What follows belongs to an exercise in optimizing a design on an open flow for small area and a short achievable clock period; a production flow would make more cautious choices. In this exercise RTL edits were held to simulation tests only and were not proved equivalent to the original.

<file path="flow/config.mk">
export PLATFORM = sky130hd
export DESIGN_NAME = dds
export DESIGN_NICKNAME = dds
export VERILOG_FILES = /design/flow/design.v
export SDC_FILE = /design/flow/constraint.sdc
export NUM_CORES = 4
export LEC_CHECK = 0
export ABC_AREA = 1
export CAP_MARGIN = 15
export CORE_MARGIN = 2
export CORE_UTILIZATION = 45
export SLEW_MARGIN = 15
export SYNTH_MEMORY_MAX_BITS = 16384
</file>
<file path="flow/constraint.sdc">
create_clock -name core_clock -period 120.0 [get_ports {sys_clk}]
set_input_delay 24.0000 -clock core_clock [delete_from_list [all_inputs] [get_ports {sys_clk}]]
set_output_delay 24.0000 -clock core_clock [all_outputs]
set_load 0.01 [all_outputs]
</file>
<file path="flow/design.v">
module dds_ctrl (
    input  wire        clk,
    input  wire [17:0] A,
    input  wire        vld,
    output wire [21:0] out
);
reg [21:0] crs_lo [0:255];
reg [21:0] crs_hi [0:255];
reg [3:0]  cfn    [0:255];
initial begin
    $readmemh("sin_corse.hex", crs_lo);
    $readmemh("sin_corse.hex", crs_hi);
    $readmemh("cos_fine.hex", cfn);
end
wire [1:0]  q   = A[17:16];
wire [7:0]  i   = A[15:8];
wire [7:0]  jx  = A[7:0];
wire [6:0]  il  = i[7] ? ~i[6:0] : i[6:0];
wire [21:0] lo  = crs_lo[{1'b0, il}];         
wire [21:0] hi  = crs_hi[{1'b1, ~il}];        
wire        sx  = i[7] ^ q[0];
wire [21:0] X   = sx ? hi : lo;       
wire [21:0] Y   = sx ? lo : hi;
wire [3:0]  cf  = cfn[jx];
wire signed [7:0]  sd  = {~jx[7], jx[6:0]};
wire signed [27:0] sdx = sd;
wire signed [27:0] sft = (sdx <<< 19) - (sdx <<< 17) + (sdx <<< 14) + (sdx <<< 11) + (sdx <<< 7) - sdx + 28'sd4096;
wire [13:0] sf  = sft[26:13];
wire [25:0] m1 = X * cf;
wire [35:0] m2 = Y * sf;
reg [4:0]  p1;
reg [13:0] p2;
reg [1:0]  qo;
always @(posedge clk) begin
    p1 <= vld ? m1[25:21] : 5'd0;
    p2 <= vld ? m2[35:22] : 14'd0;
    qo <= q;
end
wire [21:0] add = (i[7] ^ qo[0]) ? hi : lo;
wire [22:0] sum = add + p1 + p2;
wire [21:0] car = {1'b0, sum[22:2]};
wire [21:0] sgn = qo[1] ? (22'd0 - car) : car;
assign out = vld ? sgn : 22'd0;
endmodule
module stop_rom (
    input  wire [8:0]  f,
    output reg  [13:0] stop
);
always @(*)
    case (f)
        9'd0: stop = 14'd16383;
        9'd1: stop = 14'd1000;
        9'd2: stop = 14'd500;
        9'd3: stop = 14'd333;
        9'd4: stop = 14'd250;
        9'd5: stop = 14'd200;
        9'd6: stop = 14'd166;
        9'd7: stop = 14'd142;
        9'd8: stop = 14'd125;
        9'd9: stop = 14'd111;
        9'd10: stop = 14'd100;
        9'd11: stop = 14'd90;
        9'd12: stop = 14'd83;
        9'd13: stop = 14'd76;
        9'd14: stop = 14'd71;
        9'd15: stop = 14'd66;
        9'd16: stop = 14'd62;
        9'd17: stop = 14'd58;
        9'd18: stop = 14'd55;
        9'd19: stop = 14'd52;
        9'd20: stop = 14'd50;
        9'd21: stop = 14'd47;
        9'd22: stop = 14'd45;
        9'd23: stop = 14'd43;
        9'd24: stop = 14'd41;
        9'd25: stop = 14'd40;
        9'd26: stop = 14'd38;
        9'd27: stop = 14'd37;
        9'd28: stop = 14'd35;
        9'd29: stop = 14'd34;
        9'd30: stop = 14'd33;
        9'd31: stop = 14'd32;
        9'd32: stop = 14'd31;
        9'd33: stop = 14'd30;
        9'd34: stop = 14'd29;
        9'd35: stop = 14'd28;
        9'd36: stop = 14'd27;
        9'd37: stop = 14'd27;
        9'd38: stop = 14'd26;
        9'd39: stop = 14'd25;
        9'd40: stop = 14'd25;
        9'd41: stop = 14'd24;
        9'd42: stop = 14'd23;
        9'd43: stop = 14'd23;
        9'd44: stop = 14'd22;
        9'd45: stop = 14'd22;
        9'd46: stop = 14'd21;
        9'd47: stop = 14'd21;
        9'd48: stop = 14'd20;
        9'd49: stop = 14'd20;
        9'd50: stop = 14'd20;
        9'd51: stop = 14'd19;
        9'd52: stop = 14'd19;
        9'd53: stop = 14'd18;
        9'd54: stop = 14'd18;
        9'd55: stop = 14'd18;
        9'd56: stop = 14'd17;
        9'd57: stop = 14'd17;
        9'd58: stop = 14'd17;
        9'd59: stop = 14'd16;
        9'd60: stop = 14'd16;
        9'd61: stop = 14'd16;
        9'd62: stop = 14'd16;
        9'd63: stop = 14'd15;
        9'd64: stop = 14'd15;
        9'd65: stop = 14'd15;
        9'd66: stop = 14'd15;
        9'd67: stop = 14'd14;
        9'd68: stop = 14'd14;
        9'd69: stop = 14'd14;
        9'd70: stop = 14'd14;
        9'd71: stop = 14'd14;
        9'd72: stop = 14'd13;
        9'd73: stop = 14'd13;
        9'd74: stop = 14'd13;
        9'd75: stop = 14'd13;
        9'd76: stop = 14'd13;
        9'd77: stop = 14'd12;
        9'd78: stop = 14'd12;
        9'd79: stop = 14'd12;
        9'd80: stop = 14'd12;
        9'd81: stop = 14'd12;
        9'd82: stop = 14'd12;
        9'd83: stop = 14'd12;
        9'd84: stop = 14'd11;
        9'd85: stop = 14'd11;
        9'd86: stop = 14'd11;
        9'd87: stop = 14'd11;
        9'd88: stop = 14'd11;
        9'd89: stop = 14'd11;
        9'd90: stop = 14'd11;
        9'd91: stop = 14'd10;
        9'd92: stop = 14'd10;
        9'd93: stop = 14'd10;
        9'd94: stop = 14'd10;
        9'd95: stop = 14'd10;
        9'd96: stop = 14'd10;
        9'd97: stop = 14'd10;
        9'd98: stop = 14'd10;
        9'd99: stop = 14'd10;
        9'd100: stop = 14'd10;
        9'd101: stop = 14'd9;
        9'd102: stop = 14'd9;
        9'd103: stop = 14'd9;
        9'd104: stop = 14'd9;
        9'd105: stop = 14'd9;
        9'd106: stop = 14'd9;
        9'd107: stop = 14'd9;
        9'd108: stop = 14'd9;
        9'd109: stop = 14'd9;
        9'd110: stop = 14'd9;
        9'd111: stop = 14'd9;
        9'd112: stop = 14'd8;
        9'd113: stop = 14'd8;
        9'd114: stop = 14'd8;
        9'd115: stop = 14'd8;
        9'd116: stop = 14'd8;
        9'd117: stop = 14'd8;
        9'd118: stop = 14'd8;
        9'd119: stop = 14'd8;
        9'd120: stop = 14'd8;
        9'd121: stop = 14'd8;
        9'd122: stop = 14'd8;
        9'd123: stop = 14'd8;
        9'd124: stop = 14'd8;
        9'd125: stop = 14'd8;
        9'd126: stop = 14'd7;
        9'd127: stop = 14'd7;
        9'd128: stop = 14'd7;
        9'd129: stop = 14'd7;
        9'd130: stop = 14'd7;
        9'd131: stop = 14'd7;
        9'd132: stop = 14'd7;
        9'd133: stop = 14'd7;
        9'd134: stop = 14'd7;
        9'd135: stop = 14'd7;
        9'd136: stop = 14'd7;
        9'd137: stop = 14'd7;
        9'd138: stop = 14'd7;
        9'd139: stop = 14'd7;
        9'd140: stop = 14'd7;
        9'd141: stop = 14'd7;
        9'd142: stop = 14'd7;
        9'd143: stop = 14'd6;
        9'd144: stop = 14'd6;
        9'd145: stop = 14'd6;
        9'd146: stop = 14'd6;
        9'd147: stop = 14'd6;
        9'd148: stop = 14'd6;
        9'd149: stop = 14'd6;
        9'd150: stop = 14'd6;
        9'd151: stop = 14'd6;
        9'd152: stop = 14'd6;
        9'd153: stop = 14'd6;
        9'd154: stop = 14'd6;
        9'd155: stop = 14'd6;
        9'd156: stop = 14'd6;
        9'd157: stop = 14'd6;
        9'd158: stop = 14'd6;
        9'd159: stop = 14'd6;
        9'd160: stop = 14'd6;
        9'd161: stop = 14'd6;
        9'd162: stop = 14'd6;
        9'd163: stop = 14'd6;
        9'd164: stop = 14'd6;
        9'd165: stop = 14'd6;
        9'd166: stop = 14'd6;
        9'd167: stop = 14'd5;
        9'd168: stop = 14'd5;
        9'd169: stop = 14'd5;
        9'd170: stop = 14'd5;
        9'd171: stop = 14'd5;
        9'd172: stop = 14'd5;
        9'd173: stop = 14'd5;
        9'd174: stop = 14'd5;
        9'd175: stop = 14'd5;
        9'd176: stop = 14'd5;
        9'd177: stop = 14'd5;
        9'd178: stop = 14'd5;
        9'd179: stop = 14'd5;
        9'd180: stop = 14'd5;
        9'd181: stop = 14'd5;
        9'd182: stop = 14'd5;
        9'd183: stop = 14'd5;
        9'd184: stop = 14'd5;
        9'd185: stop = 14'd5;
        9'd186: stop = 14'd5;
        9'd187: stop = 14'd5;
        9'd188: stop = 14'd5;
        9'd189: stop = 14'd5;
        9'd190: stop = 14'd5;
        9'd191: stop = 14'd5;
        9'd192: stop = 14'd5;
        9'd193: stop = 14'd5;
        9'd194: stop = 14'd5;
        9'd195: stop = 14'd5;
        9'd196: stop = 14'd5;
        9'd197: stop = 14'd5;
        9'd198: stop = 14'd5;
        9'd199: stop = 14'd5;
        9'd200: stop = 14'd5;
        9'd201: stop = 14'd4;
        9'd202: stop = 14'd4;
        9'd203: stop = 14'd4;
        9'd204: stop = 14'd4;
        9'd205: stop = 14'd4;
        9'd206: stop = 14'd4;
        9'd207: stop = 14'd4;
        9'd208: stop = 14'd4;
        9'd209: stop = 14'd4;
        9'd210: stop = 14'd4;
        9'd211: stop = 14'd4;
        9'd212: stop = 14'd4;
        9'd213: stop = 14'd4;
        9'd214: stop = 14'd4;
        9'd215: stop = 14'd4;
        9'd216: stop = 14'd4;
        9'd217: stop = 14'd4;
        9'd218: stop = 14'd4;
        9'd219: stop = 14'd4;
        9'd220: stop = 14'd4;
        9'd221: stop = 14'd4;
        9'd222: stop = 14'd4;
        9'd223: stop = 14'd4;
        9'd224: stop = 14'd4;
        9'd225: stop = 14'd4;
        9'd226: stop = 14'd4;
        9'd227: stop = 14'd4;
        9'd228: stop = 14'd4;
        9'd229: stop = 14'd4;
        9'd230: stop = 14'd4;
        9'd231: stop = 14'd4;
        9'd232: stop = 14'd4;
        9'd233: stop = 14'd4;
        9'd234: stop = 14'd4;
        9'd235: stop = 14'd4;
        9'd236: stop = 14'd4;
        9'd237: stop = 14'd4;
        9'd238: stop = 14'd4;
        9'd239: stop = 14'd4;
        9'd240: stop = 14'd4;
        9'd241: stop = 14'd4;
        9'd242: stop = 14'd4;
        9'd243: stop = 14'd4;
        9'd244: stop = 14'd4;
        9'd245: stop = 14'd4;
        9'd246: stop = 14'd4;
        9'd247: stop = 14'd4;
        9'd248: stop = 14'd4;
        9'd249: stop = 14'd4;
        9'd250: stop = 14'd4;
        9'd251: stop = 14'd3;
        9'd252: stop = 14'd3;
        9'd253: stop = 14'd3;
        9'd254: stop = 14'd3;
        9'd255: stop = 14'd3;
        9'd256: stop = 14'd3;
        9'd257: stop = 14'd3;
        9'd258: stop = 14'd3;
        9'd259: stop = 14'd3;
        9'd260: stop = 14'd3;
        9'd261: stop = 14'd3;
        9'd262: stop = 14'd3;
        9'd263: stop = 14'd3;
        9'd264: stop = 14'd3;
        9'd265: stop = 14'd3;
        9'd266: stop = 14'd3;
        9'd267: stop = 14'd3;
        9'd268: stop = 14'd3;
        9'd269: stop = 14'd3;
        9'd270: stop = 14'd3;
        9'd271: stop = 14'd3;
        9'd272: stop = 14'd3;
        9'd273: stop = 14'd3;
        9'd274: stop = 14'd3;
        9'd275: stop = 14'd3;
        9'd276: stop = 14'd3;
        9'd277: stop = 14'd3;
        9'd278: stop = 14'd3;
        9'd279: stop = 14'd3;
        9'd280: stop = 14'd3;
        9'd281: stop = 14'd3;
        9'd282: stop = 14'd3;
        9'd283: stop = 14'd3;
        9'd284: stop = 14'd3;
        9'd285: stop = 14'd3;
        9'd286: stop = 14'd3;
        9'd287: stop = 14'd3;
        9'd288: stop = 14'd3;
        9'd289: stop = 14'd3;
        9'd290: stop = 14'd3;
        9'd291: stop = 14'd3;
        9'd292: stop = 14'd3;
        9'd293: stop = 14'd3;
        9'd294: stop = 14'd3;
        9'd295: stop = 14'd3;
        9'd296: stop = 14'd3;
        9'd297: stop = 14'd3;
        9'd298: stop = 14'd3;
        9'd299: stop = 14'd3;
        9'd300: stop = 14'd3;
        9'd301: stop = 14'd3;
        9'd302: stop = 14'd3;
        9'd303: stop = 14'd3;
        9'd304: stop = 14'd3;
        9'd305: stop = 14'd3;
        9'd306: stop = 14'd3;
        9'd307: stop = 14'd3;
        9'd308: stop = 14'd3;
        9'd309: stop = 14'd3;
        9'd310: stop = 14'd3;
        9'd311: stop = 14'd3;
        9'd312: stop = 14'd3;
        9'd313: stop = 14'd3;
        9'd314: stop = 14'd3;
        9'd315: stop = 14'd3;
        9'd316: stop = 14'd3;
        9'd317: stop = 14'd3;
        9'd318: stop = 14'd3;
        9'd319: stop = 14'd3;
        9'd320: stop = 14'd3;
        9'd321: stop = 14'd3;
        9'd322: stop = 14'd3;
        9'd323: stop = 14'd3;
        9'd324: stop = 14'd3;
        9'd325: stop = 14'd3;
        9'd326: stop = 14'd3;
        9'd327: stop = 14'd3;
        9'd328: stop = 14'd3;
        9'd329: stop = 14'd3;
        9'd330: stop = 14'd3;
        9'd331: stop = 14'd3;
        9'd332: stop = 14'd3;
        9'd333: stop = 14'd3;
        9'd334: stop = 14'd2;
        9'd335: stop = 14'd2;
        9'd336: stop = 14'd2;
        9'd337: stop = 14'd2;
        9'd338: stop = 14'd2;
        9'd339: stop = 14'd2;
        9'd340: stop = 14'd2;
        9'd341: stop = 14'd2;
        9'd342: stop = 14'd2;
        9'd343: stop = 14'd2;
        9'd344: stop = 14'd2;
        9'd345: stop = 14'd2;
        9'd346: stop = 14'd2;
        9'd347: stop = 14'd2;
        9'd348: stop = 14'd2;
        9'd349: stop = 14'd2;
        9'd350: stop = 14'd2;
        9'd351: stop = 14'd2;
        9'd352: stop = 14'd2;
        9'd353: stop = 14'd2;
        9'd354: stop = 14'd2;
        9'd355: stop = 14'd2;
        9'd356: stop = 14'd2;
        9'd357: stop = 14'd2;
        9'd358: stop = 14'd2;
        9'd359: stop = 14'd2;
        9'd360: stop = 14'd2;
        9'd361: stop = 14'd2;
        9'd362: stop = 14'd2;
        9'd363: stop = 14'd2;
        9'd364: stop = 14'd2;
        9'd365: stop = 14'd2;
        9'd366: stop = 14'd2;
        9'd367: stop = 14'd2;
        9'd368: stop = 14'd2;
        9'd369: stop = 14'd2;
        9'd370: stop = 14'd2;
        9'd371: stop = 14'd2;
        9'd372: stop = 14'd2;
        9'd373: stop = 14'd2;
        9'd374: stop = 14'd2;
        9'd375: stop = 14'd2;
        9'd376: stop = 14'd2;
        9'd377: stop = 14'd2;
        9'd378: stop = 14'd2;
        9'd379: stop = 14'd2;
        9'd380: stop = 14'd2;
        9'd381: stop = 14'd2;
        9'd382: stop = 14'd2;
        9'd383: stop = 14'd2;
        9'd384: stop = 14'd2;
        9'd385: stop = 14'd2;
        9'd386: stop = 14'd2;
        9'd387: stop = 14'd2;
        9'd388: stop = 14'd2;
        9'd389: stop = 14'd2;
        9'd390: stop = 14'd2;
        9'd391: stop = 14'd2;
        9'd392: stop = 14'd2;
        9'd393: stop = 14'd2;
        9'd394: stop = 14'd2;
        9'd395: stop = 14'd2;
        9'd396: stop = 14'd2;
        9'd397: stop = 14'd2;
        9'd398: stop = 14'd2;
        9'd399: stop = 14'd2;
        9'd400: stop = 14'd2;
        9'd401: stop = 14'd2;
        9'd402: stop = 14'd2;
        9'd403: stop = 14'd2;
        9'd404: stop = 14'd2;
        9'd405: stop = 14'd2;
        9'd406: stop = 14'd2;
        9'd407: stop = 14'd2;
        9'd408: stop = 14'd2;
        9'd409: stop = 14'd2;
        9'd410: stop = 14'd2;
        9'd411: stop = 14'd2;
        9'd412: stop = 14'd2;
        9'd413: stop = 14'd2;
        9'd414: stop = 14'd2;
        9'd415: stop = 14'd2;
        9'd416: stop = 14'd2;
        9'd417: stop = 14'd2;
        9'd418: stop = 14'd2;
        9'd419: stop = 14'd2;
        9'd420: stop = 14'd2;
        9'd421: stop = 14'd2;
        9'd422: stop = 14'd2;
        9'd423: stop = 14'd2;
        9'd424: stop = 14'd2;
        9'd425: stop = 14'd2;
        9'd426: stop = 14'd2;
        9'd427: stop = 14'd2;
        9'd428: stop = 14'd2;
        9'd429: stop = 14'd2;
        9'd430: stop = 14'd2;
        9'd431: stop = 14'd2;
        9'd432: stop = 14'd2;
        9'd433: stop = 14'd2;
        9'd434: stop = 14'd2;
        9'd435: stop = 14'd2;
        9'd436: stop = 14'd2;
        9'd437: stop = 14'd2;
        9'd438: stop = 14'd2;
        9'd439: stop = 14'd2;
        9'd440: stop = 14'd2;
        9'd441: stop = 14'd2;
        9'd442: stop = 14'd2;
        9'd443: stop = 14'd2;
        9'd444: stop = 14'd2;
        9'd445: stop = 14'd2;
        9'd446: stop = 14'd2;
        9'd447: stop = 14'd2;
        9'd448: stop = 14'd2;
        9'd449: stop = 14'd2;
        9'd450: stop = 14'd2;
        9'd451: stop = 14'd2;
        9'd452: stop = 14'd2;
        9'd453: stop = 14'd2;
        9'd454: stop = 14'd2;
        9'd455: stop = 14'd2;
        9'd456: stop = 14'd2;
        9'd457: stop = 14'd2;
        9'd458: stop = 14'd2;
        9'd459: stop = 14'd2;
        9'd460: stop = 14'd2;
        9'd461: stop = 14'd2;
        9'd462: stop = 14'd2;
        9'd463: stop = 14'd2;
        9'd464: stop = 14'd2;
        9'd465: stop = 14'd2;
        9'd466: stop = 14'd2;
        9'd467: stop = 14'd2;
        9'd468: stop = 14'd2;
        9'd469: stop = 14'd2;
        9'd470: stop = 14'd2;
        9'd471: stop = 14'd2;
        9'd472: stop = 14'd2;
        9'd473: stop = 14'd2;
        9'd474: stop = 14'd2;
        9'd475: stop = 14'd2;
        9'd476: stop = 14'd2;
        9'd477: stop = 14'd2;
        9'd478: stop = 14'd2;
        9'd479: stop = 14'd2;
        9'd480: stop = 14'd2;
        9'd481: stop = 14'd2;
        9'd482: stop = 14'd2;
        9'd483: stop = 14'd2;
        9'd484: stop = 14'd2;
        9'd485: stop = 14'd2;
        9'd486: stop = 14'd2;
        9'd487: stop = 14'd2;
        9'd488: stop = 14'd2;
        9'd489: stop = 14'd2;
        9'd490: stop = 14'd2;
        9'd491: stop = 14'd2;
        9'd492: stop = 14'd2;
        9'd493: stop = 14'd2;
        9'd494: stop = 14'd2;
        9'd495: stop = 14'd2;
        9'd496: stop = 14'd2;
        9'd497: stop = 14'd2;
        9'd498: stop = 14'd2;
        9'd499: stop = 14'd2;
        9'd500: stop = 14'd2;
        9'd501: stop = 14'd1;
        9'd502: stop = 14'd1;
        9'd503: stop = 14'd1;
        9'd504: stop = 14'd1;
        9'd505: stop = 14'd1;
        9'd506: stop = 14'd1;
        9'd507: stop = 14'd1;
        9'd508: stop = 14'd1;
        9'd509: stop = 14'd1;
        9'd510: stop = 14'd1;
        9'd511: stop = 14'd1;
        default: stop = 14'd0;
    endcase
endmodule
`timescale 1ns / 1ps
module dds
(
    input wire          sys_clk     ,
    input wire          sys_rst_n   ,
    input wire  [5:0]   wave_sel,
    input wire  [3:0]   mode_sel,
    input wire  [8:0]   F,
    input wire  [10:0]  T,
    input wire  [6:0]   Z,
    output reg  [21:0]  dac_data,
    output reg  [7:0]   dac_data_8bit
);
reg [5:0]  wave_sel1;
reg [3:0]  mode_sel1;
reg        m1d;                
wire w_lfm  = (wave_sel1 == 6'b000100);
wire w_nflm = (wave_sel1 == 6'b100000);
wire w_bpsk = (wave_sel1 == 6'b001000);
wire w_qpsk = (wave_sel1 == 6'b010000);
wire w_cos  = (wave_sel1 == 6'b000010);
wire w_psk  = w_bpsk | w_qpsk;
wire m_1    = (mode_sel1 == 4'b0001);
wire m_2    = (mode_sel1 == 4'b0010);
wire m_4    = (mode_sel1 == 4'b0100);
wire m_8    = (mode_sel1 == 4'b1000);
function [31:0] radd;
    input [31:0] a;
    input [31:0] b;
    input        ci;
    integer k;
    reg c;
    begin
        c = ci;
        for (k = 0; k < 32; k = k + 1) begin
            radd[k] = a[k] ^ b[k] ^ c;
            c = (a[k] & b[k]) | (c & (a[k] ^ b[k]));
        end
    end
endfunction
reg [8:1] v;
always @(posedge sys_clk or negedge sys_rst_n)
    if (!sys_rst_n) v <= 8'd0;
    else            v <= {v[7:1], 1'b1};
reg [8:0]  Fr, Fr2;
reg [10:0] Tr, Tr2;
reg [6:0]  Z1, Z2;
reg [4:0]  flag;
always @(posedge sys_clk or negedge sys_rst_n)
    if (!sys_rst_n) begin
        wave_sel1 <= 6'd0; mode_sel1 <= 4'd0; Fr <= 9'd0; Tr <= 11'd0; Z1 <= 7'd0;
        flag <= 5'd0;
    end else begin
        wave_sel1 <= wave_sel; mode_sel1 <= mode_sel; Fr <= F; Tr <= T; Z1 <= Z;
        flag <= {wave_sel1 != wave_sel, mode_sel1 != mode_sel, Fr != F, Tr != T, Z1 != Z};
    end
always @(posedge sys_clk) begin
    m1d <= m_1; Fr2 <= Fr; Tr2 <= Tr; Z2 <= Z1;
end
wire judge = |flag;            
reg  [3:1] lfd;                
reg  [4:1] jd;                 
wire judge_c = jd[1];          
wire [31:0] tr25  = radd({19'd0, Tr2, 2'd0}, {16'd0, Tr2, 5'd0}, 1'b0);       
wire [31:0] tr100 = radd(tr25, {13'd0, Tr2, 6'd0}, 1'b0);                       
wire [18:0] TIME  = tr100[18:0];
wire        lfm1  = lfd[1];      
wire        m1_1  = m1d;
reg  [2:0]  tzc;
reg  [25:0] TZ;
wire        tz_ok = (tzc == 3'd7);
always @(posedge sys_clk or negedge sys_rst_n)
    if (!sys_rst_n)  tzc <= 3'd0;
    else if (judge_c) tzc <= 3'd0;
    else if (!tz_ok) tzc <= tzc + 3'd1;
always @(posedge sys_clk)
    if (!tz_ok) TZ <= radd({6'd0, (tzc == 3'd0 ? 26'd0 : {TZ[24:0], 1'b0})}, {13'd0, (Z2[3'd6 - tzc] ? TIME : 19'd0)}, 1'b0);
reg [25:0] cnt;
reg        T_cnt;
reg [3:0]  T_cnt1;
reg [5:1]  T_cnt_d;
wire [31:0] cnt_u  = radd({7'd0, cnt[25:1]}, 32'd0, 1'b1);
wire [25:0] cnt_p2 = {cnt_u[24:0], cnt[0]};
wire [25:0] cnt_p1 = cnt[0] ? {cnt_u[24:0], 1'b0} : {cnt[25:1], 1'b1};
wire eq_t   = (cnt    == {7'd0, TIME});
wire eq_tm1 = (cnt_p1 == {7'd0, TIME});
wire eq_tm2 = (cnt_p2 == {7'd0, TIME});
wire eq_t1  = !v[2] ? (cnt == 26'd0) :
              lfm1  ? (m1_1 ? eq_tm2 : (tz_ok && cnt_p2 == TZ)) :
                      (tz_ok && cnt_p1 == TZ);
always @(posedge sys_clk or negedge sys_rst_n)
    if (!sys_rst_n)  cnt <= 26'd0;
    else if (judge_c) cnt <= 26'd0;
    else if (eq_t1)  cnt <= 26'd0;
    else if (w_lfm)  cnt <= cnt_p2;
    else             cnt <= cnt_p1;
always @(posedge sys_clk or negedge sys_rst_n)
    if (!sys_rst_n)                 T_cnt <= 1'b0;
    else if (judge_c)               T_cnt <= 1'b0;
    else if (eq_tm1 && !w_lfm)      T_cnt <= 1'b1;
    else if (eq_tm2 && w_lfm)       T_cnt <= m_1 ? ~T_cnt : 1'b1;
    else if (eq_t1)                 T_cnt <= 1'b0;
always @(posedge sys_clk or negedge sys_rst_n)
    if (!sys_rst_n) T_cnt1 <= 4'd0;
    else if (judge_c) T_cnt1 <= 4'd0;
    else if (m_1)   T_cnt1 <= 4'd0;
    else if (m_2) begin
        if (eq_t)       T_cnt1 <= 4'd1;
        else if (eq_t1) T_cnt1 <= 4'd0;
    end else if (m_4 | m_8) begin
        if ((T_cnt1 == 4'd7) && eq_t1) T_cnt1 <= 4'd0;
        else if (eq_t | eq_t1)         T_cnt1 <= T_cnt1 + 4'd1;
    end
always @(posedge sys_clk)
    T_cnt_d <= {T_cnt_d[4:1], T_cnt};
reg [2:0] fwsel;
always @(*)
    if (m_1 | m_2) fwsel = 3'd1;
    else if (m_4)
        case (T_cnt1)
            4'd0: fwsel = 3'd1; 4'd2: fwsel = 3'd2; 4'd4: fwsel = 3'd3; 4'd6: fwsel = 3'd4;
            default: fwsel = 3'd5;
        endcase
    else if (m_8)
        case (T_cnt1)
            4'd0: fwsel = 3'd1; 4'd2: fwsel = 3'd3; 4'd4: fwsel = 3'd2; 4'd6: fwsel = 3'd4;
            default: fwsel = 3'd5;
        endcase
    else fwsel = 3'd0;
reg [2:0] f0sel_n, f0sel;
always @(*)
    if (!w_psk) f0sel_n = 3'd0;
    else if (m_1 | m_2) f0sel_n = 3'd1;
    else if (m_4 | m_8)
        case (T_cnt1)
            4'd2: f0sel_n = 3'd2; 4'd4: f0sel_n = 3'd3; 4'd6: f0sel_n = 3'd4;
            default: f0sel_n = 3'd1;
        endcase
    else f0sel_n = 3'd0;
always @(posedge sys_clk)
    f0sel <= f0sel_n;
reg [8:0] F0;
always @(*)
    case (f0sel)
        3'd1: F0 = Fr2;
        3'd2: F0 = Fr2 * 2'd3;
        3'd3: F0 = {Fr2[7:0], 1'b0};
        3'd4: F0 = {Fr2[6:0], 2'b0};
        default: F0 = 9'd0;
    endcase
reg [8:0] F1;
reg       FW_flag;
always @(posedge sys_clk) begin
    F1 <= F0; FW_flag <= (F1 != F0);
end
wire        fwj = judge_c | FW_flag;
wire        off = !m_1 & T_cnt;
reg  [13:0] STOP;
reg  [13:0] c16;
reg  [3:0]  state;
reg         m_data;
reg  [1:0]  m_data2;
reg  [1:0]  I_tmp, Q_tmp;
reg         bp;           
reg  [2:0]  qp;           
wire [13:0] stop_tab;
stop_rom stop_rom_inst (.f(F0), .stop(stop_tab));
wire        c_m1 = (STOP != 14'd0) && (c16 == STOP - 14'd1);
wire        c_m5 = (STOP >= 14'd5) && (c16 == STOP - 14'd5);
wire        c_m6 = (STOP >= 14'd6) && (c16 == STOP - 14'd6);
always @(posedge sys_clk or negedge sys_rst_n)
    if (!sys_rst_n) STOP <= 14'd0;
    else if (fwj)   STOP <= stop_tab;
always @(posedge sys_clk)
    if (c_m1)         c16 <= 14'd0;
    else if (fwj)     c16 <= 14'd0;
    else if (off)     c16 <= 14'd0;
    else if (!w_psk)  c16 <= 14'd0;
    else              c16 <= c16 + 14'd1;
always @(posedge sys_clk)
    if (c_m5)         state <= {state[2:0], state[3] ^ state[2]};
    else if (fwj)     state <= 4'b1001;
    else if (!w_psk)  state <= 4'b1001;
    else if (off)     state <= 4'b1001;
always @(posedge sys_clk)
    if (fwj)          m_data <= 1'b0;
    else if (off)     m_data <= 1'b0;
    else if (!w_psk)  m_data <= 1'b0;
    else              m_data <= state[0];
always @(posedge sys_clk)
    if (fwj)          m_data2 <= 2'b00;
    else if (off)     m_data2 <= 2'b10;
    else if (!w_psk)  m_data2 <= 2'b10;
    else if (c_m6)    m_data2 <= {m_data2[0], m_data};
always @(posedge sys_clk)
    if (judge_c | !v[1]) begin I_tmp <= 2'b00; Q_tmp <= 2'b00; end
    else begin
        I_tmp <= m_data2[0] ? 2'b01 : 2'b11;
        Q_tmp <= m_data2[1] ? 2'b01 : 2'b11;
    end
always @(posedge sys_clk or negedge sys_rst_n)
    if (!sys_rst_n) begin bp <= 1'b0; qp <= 3'd0; end
    else begin
        bp <= w_bpsk & !m_data;
        if (!w_qpsk) qp <= 3'd0;
        else if (I_tmp == 2'b01)
            qp <= (Q_tmp == 2'b01) ? 3'd3 : (Q_tmp == 2'b11) ? 3'd4 : 3'd0;
        else
            qp <= (Q_tmp == 2'b01) ? 3'd5 : (Q_tmp == 2'b11) ? 3'd6 : 3'd0;
    end
wire [2:0] tcode = (w_cos | w_lfm) ? 3'd1 :
                   w_bpsk ? (bp ? 3'd2 : 3'd0) :
                   w_qpsk ? qp :
                   w_nflm ? 3'd7 : 3'd0;
reg [3:1] pod;
reg [2:0] tcd [1:3];
reg [2:0] fwd [1:3];
always @(posedge sys_clk) begin
        jd  <= {jd[3:1],  judge};
        lfd <= {lfd[2:1], w_lfm};
        pod <= {pod[2:1], off};
        tcd[1] <= tcode; tcd[2] <= tcd[1]; tcd[3] <= tcd[2];
        fwd[1] <= fwsel; fwd[2] <= fwd[1]; fwd[3] <= fwd[2];
    end
wire       judge_d  = jd[4];
wire       lfm_d    = lfd[3];
wire       off_d    = pod[3];
wire [2:0] tc_d     = tcd[3];
wire [2:0] fws_d    = fwd[3];
wire       nflm_d   = (tc_d == 3'd7);
wire       tflag_d  = T_cnt_d[4] ^ T_cnt_d[5];
wire        lfm_j = (wave_sel1 == 6'b000100);
wire [28:0] Fr29  = {20'd0, Fr};
wire [28:0] num0  = (Fr29 << 20) - (Fr29 << 18) + (Fr29 << 16) + (Fr29 << 13)
                  - (Fr29 << 10) - (Fr29 << 7) - (Fr29 << 4) + Fr29;
wire [10:0] den0  = lfm_j ? Tr : {2'd0, Fr};
reg  [10:0] dr1, dr2, dr3;      
reg  [28:0] dw1, dw2, dw3;      
reg  [10:0] dd2, dd3;           
reg         dl2, dl3;           
wire        dl1 = lfd[1];
wire [10:0] dd1 = dl1 ? Tr2 : {2'd0, Fr2};
function [39:0] divstep;        
    input [10:0] r;
    input [28:0] w;
    input [10:0] d;
    reg   [11:0] r2;
    reg   [12:0] df;
    begin
        r2 = {r, w[28]};
        df = {1'b0, r2} - {2'b0, d};
        if (!df[12]) divstep = {df[10:0], w[27:0], 1'b1};
        else         divstep = {r2[10:0], w[27:0], 1'b0};
    end
endfunction
reg [39:0] s0, s1, s2, s3;
integer k;
always @(*) begin
    s0 = {11'd0, num0};
    for (k = 0; k < 6; k = k + 1) s0 = divstep(s0[39:29], s0[28:0], den0);
    s1 = {dr1, dw1};
    for (k = 0; k < 8; k = k + 1) s1 = divstep(s1[39:29], s1[28:0], dd1);
    s2 = {dr2, dw2};
    for (k = 0; k < 8; k = k + 1) s2 = divstep(s2[39:29], s2[28:0], dd2);
    s3 = {dr3, dw3};
    for (k = 0; k < 7; k = k + 1) s3 = divstep(s3[39:29], s3[28:0], dd3);
end
always @(posedge sys_clk) begin
    dr1 <= s0[39:29]; dw1 <= s0[28:0];
    dr2 <= s1[39:29]; dw2 <= s1[28:0]; dd2 <= dd1;  dl2 <= dl1;
    dr3 <= s2[39:29]; dw3 <= s2[28:0]; dd3 <= dd2;  dl3 <= dl2;
end
wire [31:0] F32    = {23'd0, dd3[8:0]};
wire [31:0] fw_f   = (F32 << 23) + (F32 << 18) - (F32 << 16) + (F32 << 12)
                   + (F32 << 9) + (F32 << 7) - (F32 << 4) - (F32 << 1);
wire [31:0] fw_new = dl3 ? {{3{dd3 == 11'd0}}, s3[28:0]} : fw_f;
reg [31:0] F_WORD, FW1, acc, fre_add;
reg [17:0] r1;
reg [22:0] rom_addr_theta;
reg        lfm_p, nflm_p;
always @(posedge sys_clk or negedge sys_rst_n)
    if (!sys_rst_n)   F_WORD <= 32'd0;
    else if (judge_d) F_WORD <= fw_new;
always @(posedge sys_clk or negedge sys_rst_n)
    if (!sys_rst_n) FW1 <= 32'd0;
    else case (fws_d)
        3'd1: FW1 <= F_WORD;
        3'd2: FW1 <= {F_WORD[30:0], 1'b0};
        3'd3: FW1 <= radd(F_WORD, {F_WORD[30:0], 1'b0}, 1'b0);
        3'd4: FW1 <= {F_WORD[29:0], 2'b0};
        3'd5: FW1 <= 32'd0;
        default: ;
    endcase
always @(posedge sys_clk) begin
    lfm_p <= lfm_d; nflm_p <= nflm_d;
end
wire [31:0] theta    = lfm_p  ? acc : 32'd0;
wire [31:0] fre_add1 = nflm_p ? acc : 32'd0;
wire        nflm_clr = judge_d | !nflm_d;
wire [31:0] acc_sum = radd(lfm_d ? theta : fre_add1, lfm_d ? FW1 : {2'b00, F_WORD[31:2]}, 1'b0);
always @(posedge sys_clk)
    if (lfm_d)                    acc <= (judge_d | tflag_d) ? 32'd0 : acc_sum;
    else if (nflm_d)                   acc <= judge_d ? 32'd0 : acc_sum;
    else                               acc <= 32'd0;
always @(posedge sys_clk or negedge sys_rst_n)
    if (!sys_rst_n)     fre_add <= 32'd0;
    else if (judge_d)   fre_add <= 32'd0;
    else if (off_d)     fre_add <= 32'd0;
    else if (lfm_d && tflag_d) fre_add <= 32'd0;
    else                fre_add <= radd(fre_add, lfm_d ? theta : FW1, 1'b0);
always @(posedge sys_clk)
    if (nflm_clr)      r1 <= 18'd0;
    else               r1 <= fre_add1[31:14];
reg [17:0] rd [1:5];
reg        nclr_d;
always @(posedge sys_clk) begin
    rd[1] <= r1; rd[2] <= rd[1]; rd[3] <= rd[2]; rd[4] <= rd[3]; rd[5] <= rd[4];
end
always @(posedge sys_clk)
    nclr_d <= nflm_clr;
wire [21:0] nflm_data;
dds_ctrl nflm_sine (.clk(sys_clk), .A(rd[5]), .vld(v[8]), .out(nflm_data));
wire [21:0] nflm_ofs = nflm_data + (nflm_data[21] ? 22'h200001 : 22'h1FFFFF);
always @(posedge sys_clk)
    case (tc_d)
        3'd1: rom_addr_theta <= 23'h1FFFFF;
        3'd2: rom_addr_theta <= 23'h3FFFFF;
        3'd3: rom_addr_theta <= 23'h0FFFFF;
        3'd4: rom_addr_theta <= 23'h2FFFFF;
        3'd5: rom_addr_theta <= 23'h4FFFFF;
        3'd6: rom_addr_theta <= 23'h6FFFFF;
        3'd7: rom_addr_theta <= nclr_d ? 23'd0 : {nflm_ofs, 1'b0};
        default: rom_addr_theta <= 23'd0;
    endcase
wire [22:0] rom_addr = rom_addr_theta + fre_add[31:9];
wire [21:0] dds_data;
dds_ctrl main_sine (.clk(sys_clk), .A(rom_addr[22:5]), .vld(v[3]), .out(dds_data));
wire        dac_en   = (mode_sel == 4'b0001) | !T_cnt_d[4];
wire [7:0]  dds_8bit = dds_data[21:14] + (dds_data[21] ? 8'd129 : 8'd127);
always @(posedge sys_clk or negedge sys_rst_n)
    if (!sys_rst_n) begin
        dac_data      <= 22'd0;
        dac_data_8bit <= 8'h7F;
    end else begin
        dac_data      <= dac_en ? dds_data : 22'd0;
        dac_data_8bit <= dac_en ? dds_8bit : 8'h7F;
    end
endmodule
</file>
<file path="flow/cos_fine.hex">
a
a
a
9
9
9
9
9
9
9
8
8
8
8
8
8
8
7
7
7
7
7
7
7
7
6
6
6
6
6
6
6
6
5
5
5
5
5
5
5
5
5
4
4
4
4
4
4
4
4
4
4
3
3
3
3
3
3
3
3
3
3
3
3
2
2
2
2
2
2
2
2
2
2
2
2
2
2
2
1
1
1
1
1
1
1
1
1
1
1
1
1
1
1
1
1
1
1
1
1
0
0
0
0
0
0
0
0
0
0
0
0
0
0
0
0
0
0
0
0
0
0
0
0
0
0
0
0
0
0
0
0
0
0
0
0
0
0
0
0
0
0
0
0
0
0
0
0
0
0
0
0
0
0
0
0
0
1
1
1
1
1
1
1
1
1
1
1
1
1
1
1
1
1
1
1
1
1
2
2
2
2
2
2
2
2
2
2
2
2
2
2
2
3
3
3
3
3
3
3
3
3
3
3
3
4
4
4
4
4
4
4
4
4
4
5
5
5
5
5
5
5
5
5
6
6
6
6
6
6
6
6
7
7
7
7
7
7
7
7
8
8
8
8
8
8
8
9
9
9
9
9
9
9
a
a
</file>
<file path="flow/sin_corse.hex">
003244
0096cb
00fb51
015fd5
01c455
0228d1
028d47
02f1b7
035620
03ba81
041ed8
048326
04e768
054b9e
05afc7
0613e2
0677ee
06dbea
073fd5
07a3ae
080774
086b27
08cec5
09324d
0995be
09f918
0a5c59
0abf80
0b228d
0b857f
0be854
0c4b0c
0cada5
0d101f
0d7279
0dd4b2
0e36c8
0e98bc
0efa8b
0f5c36
0fbdba
101f18
10804e
10e15b
11423f
11a2f8
120386
1263e7
12c41a
132420
1383f6
13e39c
144311
14a254
150164
156040
15bee8
161d59
167b95
16d998
173764
1794f6
17f24e
184f6b
18ac4c
1908f0
196556
19c17d
1a1d65
1a790d
1ad473
1b2f97
1b8a78
1be515
1c3f6d
1c9980
1cf34c
1d4cd0
1da60c
1dfeff
1e57a8
1eb007
1f0819
1f5fdf
1fb757
200e82
20655d
20bbe8
211222
21680b
21bda1
2212e5
2267d4
22bc6e
2310b2
2364a0
23b837
240b75
245e5b
24b0e7
250318
2554ee
25a668
25f785
264844
2698a5
26e8a6
273848
278789
27d668
2824e5
2872ff
28c0b5
290e06
295af3
29a779
29f398
2a3f50
2a8aa0
2ad587
2b2004
2b6a16
2bb3be
2bfcf9
2c45c9
2c8e2b
2cd61e
2d1da4
2d64ba
2dab60
2df195
2e3759
2e7cab
2ec18a
2f05f6
2f49ee
2f8d71
2fd07f
301317
305538
3096e2
30d814
3118ce
31590e
3198d5
31d821
3216f3
325548
329322
32d07f
330d5e
3349bf
3385a2
33c106
33fbea
34364e
347031
34a992
34e272
351acf
3552a9
3589ff
35c0d2
35f720
362ce8
36622b
3696e8
36cb1e
36fecd
3731f4
376493
3796aa
37c837
37f93a
3829b4
3859a3
388906
38b7df
38e62b
3913eb
39411e
396dc4
3999dc
39c566
39f062
3a1ace
3a44ac
3a6df9
3a96b6
3abee3
3ae67f
3b0d89
3b3402
3b59e8
3b7f3d
3ba3fe
3bc82c
3bebc7
3c0ece
3c3140
3c531f
3c7468
3c951c
3cb53b
3cd4c4
3cf3b6
3d1213
3d2fd8
3d4d07
3d699f
3d859f
3da107
3dbbd7
3dd60f
3defae
3e08b4
3e2121
3e38f5
3e5030
3e66d1
3e7cd7
3e9244
3ea716
3ebb4e
3eceeb
3ee1ed
3ef453
3f061f
3f174e
3f27e3
3f37db
3f4737
3f55f8
3f641c
3f71a3
3f7e8e
3f8adc
3f968e
3fa1a3
3fac1a
3fb5f5
3fbf32
3fc7d2
3fcfd5
3fd73a
3fde02
3fe42c
3fe9b9
3feea7
3ff2f9
3ff6ac
3ff9c1
3ffc39
3ffe13
3fff4e
3fffec
</file>
<file path="flow/flow/run.sh">
#!/bin/bash
# Layout flow: the standard flow, with one change: the port buffers that
# global placement inserts are made sky130_fd_sc_hd__buf_4 (buffer_ports picks
# clkdlybuf4s50_1, a delay cell). Every port keeps its buffer.
set -euo pipefail
R=orfs/results/sky130hd/dds/base

# synthesis, floorplan and global placement (with port buffering)
bash standard.sh 3_3_place_gp > flow_to_gp.log 2>&1

# faster port buffers
openroad -no_init -exit flow/port_buffers.tcl > port_buffers.log 2>&1

# the rest of the standard flow, from resizing on
bash standard.sh > flow_rest.log 2>&1
</file>
<file path="flow/flow/port_buffers.tcl">
# Replace the cell of each buffer that sits on a port (other than the clock)
# with sky130_fd_sc_hd__buf_4 where buffer_ports chose a clock delay cell.
read_liberty $::env(FLOW_HOME)/platforms/sky130hd/lib/sky130_fd_sc_hd__tt_025C_1v80.lib
set odb orfs/results/sky130hd/dds/base/3_3_place_gp.odb
read_db $odb
set block [ord::get_db_block]
set n 0
foreach bterm [$block getBTerms] {
    set net [$bterm getNet]
    if { $net eq "NULL" || [$bterm getName] eq "sys_clk" } { continue }
    foreach iterm [$net getITerms] {
        set inst [$iterm getInst]
        set master [[$inst getMaster] getName]
        if { [string match "sky130_fd_sc_hd__clkdlybuf*" $master] } {
            if { 1 } {
                puts "port [$bterm getName]: [$inst getName] $master -> sky130_fd_sc_hd__buf_4"
                replace_cell [$inst getName] sky130_fd_sc_hd__buf_4
                incr n
            }
        }
    }
}
puts "replaced $n port buffers"
write_db $odb
</file>
<file path="flow/standard.sh">
#!/bin/bash
# synth_recipe.tcl (not shown) runs the flow's synth.tcl, then flattens the netlist and writes it again
# the make line also repeats each setting of config.mk as NAME=value (left out here)
make -C /OpenROAD-flow-scripts/flow DESIGN_CONFIG=/design/flow/config.mk WORK_HOME=/design/flow/orfs CLKGATE_MAP_FILE= SYNTH_SCRIPT=/design/flow/synth_recipe.tcl "${@:-finish}"
</file>
==> impl_results.md, run 1 <==
- Compound-Gate Fraction of Synth Area: between 10% and 20%
- Clock Sinks: 700
- Wire per inst: 22.33 µm
- Port bufs: 68
- Share of layout cells above drive strength 1: 4.891%
- Sequential share of the synthesized area: 16.51%
- DP HPWL: 279200 µm
- Cell depth of the worst min-delay path: 0
- Max Fclk: between 30 and 40 MHz
- Grt total ovfl: 0
- Starting density of the core: 45.21%
- Via/cell ratio: approximately 5.7
- Area growth, synth to finish: 6.852%
- CTS tree: done
- Post-synthesis mux area share: 0%
- #FFs+latches synth: 700
- CP max-delay cell: dfstp_2
- Cell breakdown of the critical path: buf_4
- First-pass GRT wire length: 534400 µm
- Post-CTS Hold Buffers: 0
- Slew @ Worst Pin: around 1.2 ns
- Main synth FF type: dfxtp_1
- Clock Root Buffer: clkbuf_16
- Die width: ~460 µm
- Pre-antenna DRT Iters: 8
- Critical Path AT: 1.40 ns
- Synth cell types: 83
- CP endpoint kind: primary output
- WS Path Type: reg -> out
- Main combinational cell family by area after synthesis: adder cells
- Total wire length: 349000 µm
- Initial antenna violation count: 12
- Post-route DRC: 0
- # setup viols final: 0
- Reg2reg path depth: 109
- RR Startpoint: Tr2[1]
- Post-synthesis simple-gate area fraction: 21.76%
- Slew headroom: 18.60%
- DR vias: 88330
- EDFF count, synth: 28
- RSZ-0062 raised after global routing: no
- Worst min-delay path class: reg -> reg
- Status: complete, no violations
- Final Hold Viols: 0
- Most common cell after layout, fill and taps aside: nand2_1
- Cells after Synth: 12950
- Net count reported at finish: approximately 15000
- Synth async-reset ratio: roughly 32%
- Total GRT Usage: 32.78%
- H-tree lvl count: 3
- Hold EP: fwd[3][0]
- # Max-Cap Violations: 0
- Iter 0 DRT Violations: 7153
- CP required: between 90 and 100 ns
- TNS Setup: 0 ns
- Crit Path Max Fanout: 1
- Final-report max-slew violation count: 0
- Synth warn: 9
- Core Region: 206700 µm²
- Synth Area in XOR/XNOR: approximately 4.8%
- Most frequent cells in the layout: nand2_1, inv_1, nor2_1
- Fin crit period: approximately 25 ns
- Clock Path Buffers: 3
- Num CTS Buffers: 85
- Reg2reg end: dr2[8]
- Number of global-route vias before repair: 88480
- Post-DRT Antenna Nets: 0
- Synthesized cell area: 93430 µm²
- Final Core Density: about half
- Post-CTS setup buffer count: 0
- Crit-path max cell delay: 0.56 ns
- Largest net degree at the start of global routing: 148
- Die Y: roughly 460 µm
- Skew-Pair Late Insertion Delay: 0.75 ns
- R2R Setup Slk: between 90 and 100 ns
- CTS clk-pin slew, worst paths: approximately 0.06 ns
- Buf/Inv on CP: 1
- Syn_area_per_cell: 7.216 µm²
- Routability cong.: between 1 and 1.5
- I/O pin cnt: 69
- Hold Crit Start: fwd[2][0]
- Setup crit start kind: flop
- Adder-cell share of the synthesized area: 31.30%
- Crit-path leading delay family: flip-flops
- Clock skew: 0.06979 ns
- Period utilisation layout: 21.17%
- Site row count: 167
- Die ar.: 211300 µm²
- Post-CTS sizing: 0
-- worst max-delay path by stage --
stage / endpoint / startpoint / slack, ns / cells past startpoint
after floorplan: dac_data[11] / mode_sel[1] / 94.76 / 8
after global placement: dac_data[1] / mode_sel[1] / 94.02 / 8
after detailed placement: dac_data[1] / mode_sel[1] / 94.31 / 8
after CTS: dac_data_8bit[5] / dac_data_8bit[5] / 94.56 / 1
after global routing: dac_data_8bit[5] / dac_data_8bit[5] / 94.57 / 1
final: dac_data_8bit[5] / dac_data_8bit[5] / 94.60 / 1
-- cell usage after synthesis (11+ instances only) --
library cell | instances | area, µm²
nand2_2 | 58 | 362.9
xnor2_1 | 179 | 1568
buf_2 | 81 | 405.4
o21bai_1 | 83 | 623.1
inv_1 | 2099 | 7879
nand3b_1 | 14 | 105.1
a21boi_0 | 16 | 120.1
a221oi_1 | 37 | 324.1
nand2_1 | 2726 | 10230
a21oi_1 | 818 | 4094
nand4_1 | 89 | 556.8
o211ai_1 | 102 | 765.7
nor2_2 | 18 | 112.6
buf_1 | 36 | 135.1
nand3_2 | 15 | 150.1
o21ai_0 | 807 | 4039
a21o_1 | 26 | 195.2
clkinv_1 | 36 | 135.1
dfrtp_1 | 218 | 5455
ha_1 | 1054 | 13190
o21ai_2 | 11 | 96.34
dfxtp_1 | 447 | 8949
o2111ai_1 | 23 | 201.4
clkbuf_1 | 228 | 855.8
nor4_1 | 35 | 219.0
a211oi_1 | 64 | 480.5
nor3_1 | 132 | 660.6
nor2_1 | 1157 | 4343
edfxtp_1 | 28 | 840.8
inv_2 | 52 | 195.2
o22ai_1 | 107 | 669.4
fa_1 | 802 | 16060
or2_2 | 47 | 294.0
a31oi_1 | 46 | 287.8
buf_4 | 24 | 180.2
o31ai_1 | 21 | 157.7
a21oi_2 | 11 | 96.34
buf_6 | 13 | 146.4
o21a_1 | 27 | 202.7
nand3_1 | 557 | 2788
o221ai_1 | 40 | 350.3
o21ai_1 | 58 | 290.3
nor3b_1 | 11 | 82.58
o311ai_0 | 15 | 131.4
xor2_1 | 323 | 2829
-- cell type report --
cell class / instances / area, µm²
inverter: 2189 / 8224
tap: 2704 / 3383
timing repair buffer: 196 / 1491
fill: 20970 / 106800
antenna: 2 / 5.005
sequential: 700 / 15430
multi-input combinational: 9679 / 68310
clock inverter: 52 / 650.6
clock buffer: 106 / 2338
-- state kept, by name (all words and copies together) (netlist names), 11 cells and up --
register / cells
c16: 14
dd2: 11
dac_data: 22
cnt: 26
dr1: 11
rom_addr_theta: 23
F_WORD: 32
Tr2: 11
fre_add: 32
rd: 90
acc: 32
dd3: 11
dw2: 29
dr2: 11
nflm_sine.p2: 14
Tr: 11
dw3: 29
STOP: 11
TZ: 24
r1: 18
dw1: 28
main_sine.p2: 14
dr3: 11
FW1: 32
-- kinds of logic after synthesis --
kind of cell,count (synthesis)
AND/OR/NAND/NOR,4905
buffers and inverters,2572
AO/OA/AOI/OAI,2405
adder cells (fa/ha/maj),1856
flip-flops,700
XOR/XNOR,508
other,2
-- stage by stage --
stage / setup WS [ns] / hold WS, ns / std cells / area [µm²]
floorplan: 94.76 / 0.3096 / 12950 / 93440
CTS: 94.56 / 0.3018 / 15620 / 99790
global route: 94.57 / 0.3191 / 15630 / 99830
detailed placement: 94.31 / 0.3121 / 15470 / 96800
finish: 94.60 / 0.3021 / 15630 / 99830
global placement: 94.02 / 0.3097 / 15470 / 96970
-- layer usage --
layer  global-route usage, %  part of all wire [%]  vias to the layer above
met1                   41.96                    42                    42780
met5                       0                 0.023                        -
met3                   4.214                   6.1                      805
li1                        -                     -                    41620
met2                   53.99                    46                     3116
met4                   17.04                   6.0                       12
==> run 2: changes to the inputs <==
--- a/flow/design.v
+++ b/flow/design.v
@@ -634,8 +634,8 @@
 reg  [2:0]  tzc;
 reg  [25:0] TZ;
 wire        tz_ok = (tzc == 3'd7);
-always @(posedge sys_clk or negedge sys_rst_n)
-    if (!sys_rst_n)  tzc <= 3'd0;
+always @(posedge sys_clk)
+    if (!v[1])     tzc <= 3'd0;
     else if (judge_c) tzc <= 3'd0;
     else if (!tz_ok) tzc <= tzc + 3'd1;
 always @(posedge sys_clk)
@@ -653,20 +653,20 @@
 wire eq_t1  = !v[2] ? (cnt == 26'd0) :
               lfm1  ? (m1_1 ? eq_tm2 : (tz_ok && cnt_p2 == TZ)) :
                       (tz_ok && cnt_p1 == TZ);
-always @(posedge sys_clk or negedge sys_rst_n)
-    if (!sys_rst_n)  cnt <= 26'd0;
+always @(posedge sys_clk)
+    if (!v[1])     cnt <= 26'd0;
     else if (judge_c) cnt <= 26'd0;
     else if (eq_t1)  cnt <= 26'd0;
     else if (w_lfm)  cnt <= cnt_p2;
     else             cnt <= cnt_p1;
-always @(posedge sys_clk or negedge sys_rst_n)
-    if (!sys_rst_n)                 T_cnt <= 1'b0;
+always @(posedge sys_clk)
+    if (!v[1])                    T_cnt <= 1'b0;
     else if (judge_c)               T_cnt <= 1'b0;
     else if (eq_tm1 && !w_lfm)      T_cnt <= 1'b1;
     else if (eq_tm2 && w_lfm)       T_cnt <= m_1 ? ~T_cnt : 1'b1;
     else if (eq_t1)                 T_cnt <= 1'b0;
-always @(posedge sys_clk or negedge sys_rst_n)
-    if (!sys_rst_n) T_cnt1 <= 4'd0;
+always @(posedge sys_clk)
+    if (!v[1])    T_cnt1 <= 4'd0;
     else if (judge_c) T_cnt1 <= 4'd0;
     else if (m_1)   T_cnt1 <= 4'd0;
     else if (m_2) begin
@@ -733,8 +733,8 @@
 wire        c_m1 = (STOP != 14'd0) && (c16 == STOP - 14'd1);
 wire        c_m5 = (STOP >= 14'd5) && (c16 == STOP - 14'd5);
 wire        c_m6 = (STOP >= 14'd6) && (c16 == STOP - 14'd6);
-always @(posedge sys_clk or negedge sys_rst_n)
-    if (!sys_rst_n) STOP <= 14'd0;
+always @(posedge sys_clk)
+    if (!v[1])    STOP <= 14'd0;
     else if (fwj)   STOP <= stop_tab;
 always @(posedge sys_clk)
     if (c_m1)         c16 <= 14'd0;
@@ -763,8 +763,8 @@
         I_tmp <= m_data2[0] ? 2'b01 : 2'b11;
         Q_tmp <= m_data2[1] ? 2'b01 : 2'b11;
     end
-always @(posedge sys_clk or negedge sys_rst_n)
-    if (!sys_rst_n) begin bp <= 1'b0; qp <= 3'd0; end
+always @(posedge sys_clk)
+    if (!v[1])    begin bp <= 1'b0; qp <= 3'd0; end
     else begin
         bp <= w_bpsk & !m_data;
         if (!w_qpsk) qp <= 3'd0;
@@ -843,11 +843,11 @@
 reg [17:0] r1;
 reg [22:0] rom_addr_theta;
 reg        lfm_p, nflm_p;
-always @(posedge sys_clk or negedge sys_rst_n)
-    if (!sys_rst_n)   F_WORD <= 32'd0;
+always @(posedge sys_clk)
+    if (!v[1])      F_WORD <= 32'd0;
     else if (judge_d) F_WORD <= fw_new;
-always @(posedge sys_clk or negedge sys_rst_n)
-    if (!sys_rst_n) FW1 <= 32'd0;
+always @(posedge sys_clk)
+    if (!v[1])    FW1 <= 32'd0;
     else case (fws_d)
         3'd1: FW1 <= F_WORD;
         3'd2: FW1 <= {F_WORD[30:0], 1'b0};
@@ -867,8 +867,8 @@
     if (lfm_d)                    acc <= (judge_d | tflag_d) ? 32'd0 : acc_sum;
     else if (nflm_d)                   acc <= judge_d ? 32'd0 : acc_sum;
     else                               acc <= 32'd0;
-always @(posedge sys_clk or negedge sys_rst_n)
-    if (!sys_rst_n)     fre_add <= 32'd0;
+always @(posedge sys_clk)
+    if (!v[1])        fre_add <= 32'd0;
     else if (judge_d)   fre_add <= 32'd0;
     else if (off_d)     fre_add <= 32'd0;
     else if (lfm_d && tflag_d) fre_add <= 32'd0;
==> impl_results.md, run 2 <==
- H-tree lvl count: 3
- Iter 0 DRT Violations: 7386
- Initial antenna violation count: 3
- CTS clk-pin slew, worst paths: 0.06 ns
- CP required: between 90 and 100 ns
- Die ar.: 210600 µm²
- Syn_area_per_cell: around 7.2 µm²
- Num CTS Buffers: 84
- # Max-Cap Violations: 0
- WS Path Type: reg -> out
- Ranking of synthesized cells by area: fa_1, ha_1, dfxtp_1
- Die Y: 459.0 µm
- Final Core Density: 48.28%
- DP HPWL: 269700 µm
- Cell breakdown of the critical path: buf_4
- Post-DRT Antenna Nets: 0
- Total wire length: 335800 µm
- Buf/Inv on CP: 1
- Starting density of the core: 45.39%
- Cells after Synth: 12990
- Grt total ovfl: 0
- # setup viols final: 0
- Post-CTS setup buffer count: 0
- Post-route DRC: 0
- Site row count: 166
- Clock Path Buffers: 3
- Synthesized cell area: 93140 µm²
- CTS tree: done
- Area growth, synth to finish: 6.369%
- Yosys top cell by area: fa_1
- TNS Setup: 0 ns
- Crit Path Max Fanout: 1
- Hold_ws: 0.2899 ns
- Largest net degree at the start of global routing: roughly 130
- Synth warn: 9
- Max Fclk: 39.43 MHz
- Synth cell types: 97
- Slew headroom: 19.57%
- Routability cong.: 0.9997
- Number of global-route vias before repair: 88500
- Skew-Pair Late Insertion Delay: between 0.7 and 0.8 ns
- Clock Root Buffer: clkbuf_16
- Total GRT Usage: 31.55%
- RSZ-0062 raised after global routing: no
- Via/cell ratio: 5.645
- Net count reported at finish: 14770
- FILL cells: approximately 21000
- Pre-antenna DRT Iters: 8
- Most flop-heavy register: rd
- Crit-path max cell delay: 0.52 ns
- #FFs+latches synth: 700
- DR vias: 88270
- Clock skew: 0.04208 ns
- Core Region: ~210000 µm²
- First-pass GRT wire length: 520000 µm
- Most frequent cells in the layout: nand2_1, inv_1, nor2_1
- Port bufs: 68
- Worst min-delay path class: reg -> reg
- Post-synth top area share: between 10% and 20%
- Post-CTS sizing: 0
- Most common cell after layout, fill and taps aside: nand2_1
- Main synth FF type: dfxtp_1
- Setup crit start kind: flop
- Area after DPL: 96200 µm²
- Final-report max-slew violation count: 0
- Synth cell count leaders: nand2_1, inv_1, nor2_1
- Period utilisation layout: 21.13%
- Crit-path leading delay family: flip-flops
- Wire per inst: roughly 21 µm
- Share of layout cells above drive strength 1: under 10%
- Largest register FFs: 90
- Sequential share of the synthesized area: 15.79%
- EDFF count, synth: 28
- Status: complete, no violations
- Post-CTS Hold Buffers: 0
- I/O pin cnt: just under 70
- Final instance area: between 90000 and 100000 µm²
- CP endpoint kind: primary output
- Leading cell type by number of instances after synthesis: nand2_1
- Die width: 459.0 µm
- Synth async-reset ratio: 11.43%
- Critical Path AT: approximately 1.4 ns
- Slew @ Worst Pin: ~1.2 ns
- Final Hold Viols: 0
- CP max-delay cell: dfstp_2
- Fin crit period: 25.36 ns
- Clock Sinks: 700
==> run 2: path summary, 6_finish.rpt <==
| path | start | endpoint | slack (ns) | cells after the start |
|---|---|---|---|---|
| max | dac_data_8bit[4] | dac_data_8bit[4] | 94.64 | 1 |
| min | dw2[20] | dw3[28] | 0.29 | 0 |
| max reg2reg | lfd[1] | dr2[1] | 98.97 | 109 |
| min reg2reg | dw2[20] | dw3[28] | 0.29 | 0 |
| max in group asynchronous | sys_rst_n | Z1[4] | 95.72 | 2 |
| min in group asynchronous | sys_rst_n | dac_data[6] | 23.17 | 1 |
==> run 2: layer usage <==
metal	GRT usage, %	wire [µm]	up-vias
met1	41.03	142900	42520
met2	52.16	153600	3167
met4	13.82	16650	4
li1	-	-	41820
met5	0	27	-
met3	4.358	22650	762
==> run 2: kinds of logic (layout without fill, tap and decap cells) <==
logic type / count (synthesis) / in the layout / share of synthesized area [%]
compound gates: 2383 / 2383 / 14.92
fa+ha+maj: 1852 / 1852 / 31.34
buf+inv: 2524 / 2476 / 10.60
xor+xnor: 522 / 522 / 5.001
other cells: 2 / 6 / 0.008063
mux: 8 / 8 / 0.08732
flops: 700 / 700 / 15.79
simple gates: 5001 / 5001 / 22.25
==> run 2: final cells by class <==
class	instances	area (µm²)	share of cell area [%]
Multi-Input combinational cell	9771	68690	69.33
Inverter	2133	8020	8.095
Timing Repair Buffer	186	1421	1.435
Antenna cell	1	2.502	0.002526
Tap cell	2688	3363	3.395
Sequential cell	700	14700	14.84
Clock inverter	47	528.0	0.5329
Clock buffer	110	2344	2.365
==> run 2: through the flow <==
stage | cells | setup WS, ns
3_3_place_gp | 15480 | 93.71
3_5_place_dp | 15480 | 94.16
2_1_floorplan | 13000 | 95.11
5_1_grt | 15640 | 94.58
6_report | 15640 | 94.64
4_1_cts | 15640 | 94.57

## re-timing with driven ports
How much do the figures lean on ideal ports? The routed layouts below were timed once more, with nothing changed but the port constraints.
Step 1: set_driving_cell puts a clkbuf_16 on sys_clk and a buf_2 on each other input, an assumption about the parent block.
Step 2 also shifts input and output timing later by t, the mid clock arrival at the registers, as if the neighbouring blocks saw the same clock.
Three values: ideal, step 1, step 2; two values: the first two.
run | shift t [ns] | slack for setup (ns) | hold slack, ns
run 1 | 0.802 | 94.600 / 94.515 / 94.232 | 0.302 / 0.302 / 0.302
run 2 | 0.801 | 94.639 / 94.555 / 94.140 | 0.290 / 0.290 / 0.290
After both steps every run listed still meets setup and hold. For run 2, which loses most, drivers alone change the setup slack by -0.084 ns; drivers and shift together by -0.499 ns.
